From an optimization exercise on the open Yosys and OpenROAD flow, aimed at small area; shortcuts taken in it are not production practice. No functional check of the RTL was part of any run shown here. Power and IR drop assume default switching activity.

==> flow/design.v, too long to show whole: its modules and the start of the top module <==
// module ALU_DESIGN: 849 lines
// module alu_lbit: 5 lines
// module alu_fa: 6 lines
module ALU_DESIGN #(parameter WIDTH_OP = 16, WIDTH_CMD = 4)(CLK,RST,INP_VALID,MODE,CMD,CE,OPA,OPB,CIN,ERR,RES,OFLOW,COUT,G,L,E);
  // ...
==> flow/flow/run.sh <==
#!/bin/bash
# Own flow: the standard layout (standard.sh), with its synthesis changed only in the
# script of the final ABC mapping (an area-oriented one, flow/abc_area_deep.script), and
# port buffers of the smallest buffer cell. Registers are inferred and mapped exactly as in
# the standard synthesis. Each tool's output goes to the ORFS logs; make's to flow_make.log.
set -euo pipefail
W=$PWD
# synthesis script = ORFS synth.tcl with the final abc call's -script argument replaced
python3 - "$FLOW_HOME/scripts/synth.tcl" "$W/my_synth.tcl" <<'PY'
import sys
s = open(sys.argv[1]).read()
old = "  log_cmd abc {*}$abc_args\n"
assert s.count(old) == 1
s = s.replace(old, "  set abc_args [lreplace $abc_args 1 1 $::env(MY_ABC_SCRIPT)]\n" + old)
open(sys.argv[2], "w").write(s)
PY
# The standard flow's synthesis wrapper, sourcing the script above instead of ORFS's
sed "s#\$::env(SCRIPTS_DIR)/synth.tcl#$W/my_synth.tcl#" synth_recipe.tcl > my_synth_recipe.tcl
grep -q "$W/my_synth.tcl" my_synth_recipe.tcl
export MY_ABC_SCRIPT=$W/flow/abc_area_deep.script
bash standard.sh SYNTH_SCRIPT=$W/my_synth_recipe.tcl \
  "BUFFER_PORTS_ARGS=-buffer_cell sky130_fd_sc_hd__buf_1" finish > flow_make.log 2>&1
==> flow/flow/abc_area_deep.script <==
strash
&get -n
&deepsyn -T 60
&put
&get -n
&dch -f
&nf -R 1000
&put
topo
==> flow/standard.sh <==
#!/bin/bash
# synth_recipe.tcl (not shown) runs the flow's synth.tcl, then flattens the netlist and writes it again
# the make line also repeats each setting of config.mk as NAME=value (left out here)
make -C /OpenROAD-flow-scripts/flow DESIGN_CONFIG=/design/flow/config.mk WORK_HOME=/design/flow/orfs CLKGATE_MAP_FILE= SYNTH_SCRIPT=/design/flow/synth_recipe.tcl "${@:-finish}"
==> flow/config.mk <==
export PLATFORM = sky130hd
export DESIGN_NAME = ALU_DESIGN
export DESIGN_NICKNAME = ALU_DESIGN
export VERILOG_FILES = /design/flow/design.v
export SDC_FILE = /design/flow/constraint.sdc
export NUM_CORES = 4
export LEC_CHECK = 0
export CAP_MARGIN = 20
export CORE_MARGIN = 2
export CORE_UTILIZATION = 60
export PLACE_DENSITY = 0.7
export SLEW_MARGIN = 20
export SYNTH_HIERARCHICAL = 1
export SYNTH_MINIMUM_KEEP_SIZE = 0
==> flow/constraint.sdc <==
create_clock -name core_clock -period 10.0 [get_ports {CLK}]
set_input_delay 2.0000 -clock core_clock [delete_from_list [all_inputs] [get_ports {CLK}]]
set_output_delay 2.0000 -clock core_clock [all_outputs]
set_load 0.01 [all_outputs]
==> results_dict.tcl, run 1 <==
set metrics [dict create \
    fin_area_mm2 0.0184 \
    multi_input_cells 1323 \
    fmax_mhz 103 \
    synth_compound_area_share_pct 15.1 \
    dp_slack_ns -0.432 \
    buf_share_pct 5.62 \
    global_route.usage.met1_pct 58.9 \
    synth_cells 1502 \
    tns_ns 0 \
    cp_common_cell "fa_1" \
    finalSetupViolCount 0 \
    synth-simple-area-share_pct 13.2 \
    cts_made_buffers 17 \
    cp.required_ns 10.36 \
    cts_sinks 147 \
    ys_seq_area_share_pct 24.9 \
    cp-endpoint "OFLOW$_DFF_PP0_" \
    cts_buffer_depth 2 \
    synthTopCellsByCount "365 x nand2_1, 305 x fa_1, 77 x dfrtp_1, 74 x nor2_1, 68 x clkinv_1" \
    grt_max_degree 81 \
    dieHeight_um 168 \
    p_seq_mw 1.15 \
    synthTopCellsByArea "fa_1 38%, edfxtp_1 12%, dfrtp_1 12%" \
    status "finished clean" \
    fin_util_pct 69.2 \
    wl_per_cell_um 28.5 \
    period_needed_ns 9.71 \
    track_usage_pct 43.5 \
    grt_util_met3_pct 13.3 \
    grt_pass1_vias 14800 \
    r2r_slack_ns 1.24 \
    syn_area_mm2 0.0161 \
    clock_latency_ns 0.45 \
    p_int_mw 3.35 \
    irDropWorstVdd_uv 369 \
    final_cell_count_no_fill 2084 \
    start_kind "input pin" \
    die_area_mm2 0.0282 \
    holdWs_ns 0.487 \
    rows 60 \
    synth_top_family_by_area "adder cells" \
    grt-ovfl-total 0 \
    p_switching_mw 3.37 \
    syn_area_per_cell_um2 10.7 \
]
==> run 2: changes to the inputs <==
--- a/flow/config.mk
+++ b/flow/config.mk
@@ -5,10 +5,11 @@
 export SDC_FILE = /design/flow/constraint.sdc
 export NUM_CORES = 4
 export LEC_CHECK = 0
-export CAP_MARGIN = 20
+export CAP_MARGIN = 0
 export CORE_MARGIN = 2
 export CORE_UTILIZATION = 60
+export GPL_TIMING_DRIVEN = 0
 export PLACE_DENSITY = 0.7
-export SLEW_MARGIN = 20
+export SLEW_MARGIN = 0
 export SYNTH_HIERARCHICAL = 1
 export SYNTH_MINIMUM_KEEP_SIZE = 0
==> results_dict.tcl, run 2 <==
set metrics [dict create \
    path_depth 29 \
    grt_util_met3_pct 10.6 \
    grt_pass1_wl_um 85300 \
    final_common_cell "nand2_1" \
    grt_max_degree 81 \
    path_class "in2reg" \
    slew_headroom_pct 3.70 \
    drtAntennaViolNets 0 \
    status "finished clean" \
    rsz0062_at_grt "no" \
    r2r_slack_ns 0.55 \
    path_buf_inv 2 \
    die_w_um 168 \
    cts_sinks 147 \
    clock_latency_ns 0.44 \
    ys.flop_type "dfrtp_1" \
    yosysTopAreaCell "fa_1" \
    port_buffers 80 \
    power_leakage_nw 5.72 \
    finalPower_mw 6.26 \
    diodes 0 \
    cts_buffer_depth 2 \
    asyncSetResetFlopFracSynth_pct 54.4 \
    busiest_layer "met2" \
    dp_slack_ns -2.18 \
    cts_tree "done" \
    clock_skew_ns 0.0201 \
    hold_viol 0 \
    max_stage_delay_ns 0.41 \
    crit_family "adder cells" \
    die_area_mm2 0.0282 \
    synth_cells 1502 \
    cts_made_buffers 17 \
    tightest_slew_ns 1.44 \
    synth-seq-cells 147 \
    setup_ws_ns 0.206 \
    synthTopCellsByArea "fa_1 38%, edfxtp_1 12%, dfrtp_1 12%" \
    first_pass_iters 9 \
    p_per_area_mw_per_mm2 345 \
    fin_util_pct 68.0 \
    finalSetupViolCount 0 \
    final_cell_mix "364 x nand2_1, 297 x fa_1, 77 x dfrtp_1" \
    irDropWorstVdd_uv 423 \
    h-tree-depth 4 \
    ys_seq_area_share_pct 24.9 \
    global_route.usage.met1_pct 54.6 \
    worstHoldStart "valid_pipe[1]$_DFFE_PP0P_" \
    period_needed_ns 9.79 \
    synth_top_area_share_pct 37.9 \
    critPathArrivalTime_ns 10.15 \
    crit_path_end_kind "register" \
    drcViolationCount 0 \
    antenna_found_initial 1 \
    core_area_mm2 0.0267 \
    io_pins 81 \
    layout.nets 2043 \
    critPathSlowestCell "fa_1" \
    synthTopCellsByCount "365 x nand2_1, 305 x fa_1, 77 x dfrtp_1, 74 x nor2_1, 68 x clkinv_1" \
    hp-class "reg2reg" \
    vias 13800 \
    r2r_start "TEMP_A[1]$_DFFE_PP0P_" \
    grt_pass1_vias 14400 \
    cts.clk_slew.worst_paths_ns 0.07 \
    drt-initial-drc-count 1910 \
    hpwl_um 37700 \
    reg2reg_to "TEMP_MULT[31]$_DFFE_PP_" \
    yosysMostFrequentCell "nand2_1" \
    dieHeight_um 168 \
    holdWs_ns 0.498 \
    drv_cap 0 \
    cp.required_ns 10.36 \
    yosysWarnings 7 \
    fmax_mhz 102 \
    use_met2_pct 64.0 \
    drive_gt1_share_pct 5.69 \
    avgViaCountPerCell 6.87 \
    cts_hold_buf 0 \
    syn2layout_area_growth_pct 12.4 \
    totalWireLength_um 55300 \
    worst_r2r_path_depth 26 \
    place.gp.congestion 1.01 \
    hold_depth 2 \
    drv_slew 0 \
    rows 60 \
    period_share_pct 97.9 \
    grt-ovfl-total 0 \
    initial_utilization_pct 60.5 \
    reg_top3 "RES: 32 flops, TEMP_MULT: 32 flops" \
    cp_common_cell "fa_1" \
    start_kind "input pin" \
    hold-path-endpoint "valid_pipe[1]$_DFFE_PP0P_" \
    syn_area_mm2 0.0161 \
    track_usage_pct 40.9 \
    yosysUniqueCellTypes 50 \
    critPathMaxFanout 13 \
    cts-root-buf "clkbuf_16" \
    syn_area_per_cell_um2 10.7 \
    synth-edff-count 67 \
    wl_per_cell_um 27.5 \
]
-- run 2: cell type report --
cell class | instances | area, um^2
Sequential cell | 147 | 4020
Timing Repair Buffer | 101 | 658
Clock inverter | 14 | 163
Fill cell | 2112 | 8530
Inverter | 68 | 273
Clock buffer | 18 | 429
Tap cell | 341 | 427
Multi-Input combinational cell | 1323 | 12200
-- run 2: timing repair --
action | in CTS | in global routing
pin swaps | 3 | 4
buffers inserted | 6 | 4
gates resized for setup | 41 | 13
setup endpoints to repair | 20 | 7
hold endpoints to repair | 0 | 0
gates cloned | 4 | 0
-- run 2: metal layers --
metal  share of wire [%]  wire length [um]
met1                  37             20200
met2                  46             25600
met3                  12              6660
met4                 5.1              2810
met5               0.023                13
-- run 2: worst max-delay path by stage --
stage,start,end
after detailed placement,CMD[0],OFLOW$_DFF_PP0_
after global placement,CMD[0],OFLOW$_DFF_PP0_
after floorplan,CMD[0],OFLOW$_DFF_PP0_
after CTS,CMD[0],TEMP_MULT[31]$_DFFE_PP_
after global routing,CMD[0],TEMP_MULT[31]$_DFFE_PP_
final,MODE,OFLOW$_DFF_PP0_
-- run 2: worst register-to-register path: stages, from the launching register on --
cell and delay [ns]:
dfrtp_1 1.16, ha_1 0.32, clkinv_1 0.08, fa_1 0.49
fa_1 0.55, fa_1 0.45, fa_1 0.48, fa_1 0.41
fa_1 0.41, fa_1 0.40, fa_1 0.40, fa_1 0.41
fa_1 0.40, fa_2 0.41, nor4_4 0.23, nand2b_1 0.15
o21ai_2 0.20, nand2_1 0.10, or2_0 0.30, o31ai_2 0.33
nand2_1 0.14, or2_0 0.29, o31ai_2 0.26, nand2_1 0.13
or2_1 0.29, nor4_2 0.30, xnor2_1 0.11
-- run 2: cell families (layout without fill, tap and decap cells) --
group	count (synthesis)	count (layout)	synth area share, %
buf+inv	68	201	1.58
flops	147	147	24.9
compound gates	349	349	15.1
simple gates	521	521	13.2
other cells	1	37	0.0233
mux	33	33	2.17
fa+ha+maj	342	342	40.7
xor+xnor	41	41	2.23
-- run 2: power breakdown --
part / leakage, nW / switching (mW) / internal [mW] / total, mW
combinational: 3.76 / 2.28 / 1.89 / 4.18
clock: 0.292 / 0.322 / 0.358 / 0.680
sequential: 1.67 / 0.451 / 0.950 / 1.40
total: 5.72 / 3.06 / 3.20 / 6.26
-- run 2: per-module statistics from Yosys, one instance, submodules excluded --
module,cells,flip-flops and latches
alu_lbit,4,0
ALU_DESIGN,1133,147
alu_fa,1,0
-- run 2: per-stage QoR --
stage / TNS, ns / instance area (um^2) / std cells
global placement: -132.41 / 17000 / 1959
floorplan: 0 / 16300 / 1538
detailed placement: -24.66 / 17200 / 1965
finish: 0 / 18100 / 2012
CTS: 0 / 18100 / 2007
global route: 0 / 18100 / 2012

## port drivers added, routing unchanged
How much do the figures lean on ideal ports? The routed layouts below were timed once more, with nothing changed but the port constraints.
Step 1 sets driving cells, clkbuf_16 on the clock port and buf_2 on the other inputs (assumed; they add their load-dependent delay and slew).
Step 2 also shifts input and output timing later by t, the mid clock arrival at the registers, as if the neighbouring blocks saw the same clock.
Three values: ideal ports, drivers, drivers and shift; two values: the first two.
run	shift t [ns]	setup slack, ns	pins driven straight from the clock port
run 1	0.496	0.293 / 0.295 / -0.201	1
run 2	0.489	0.206 / 0.217 / -0.272	1
With both steps, setup timing fails in run 1 and run 2, where it was met with ideal ports. The setup slack of run 1, which loses most, moves by +0.002 ns with the drivers and by -0.494 ns with both steps.
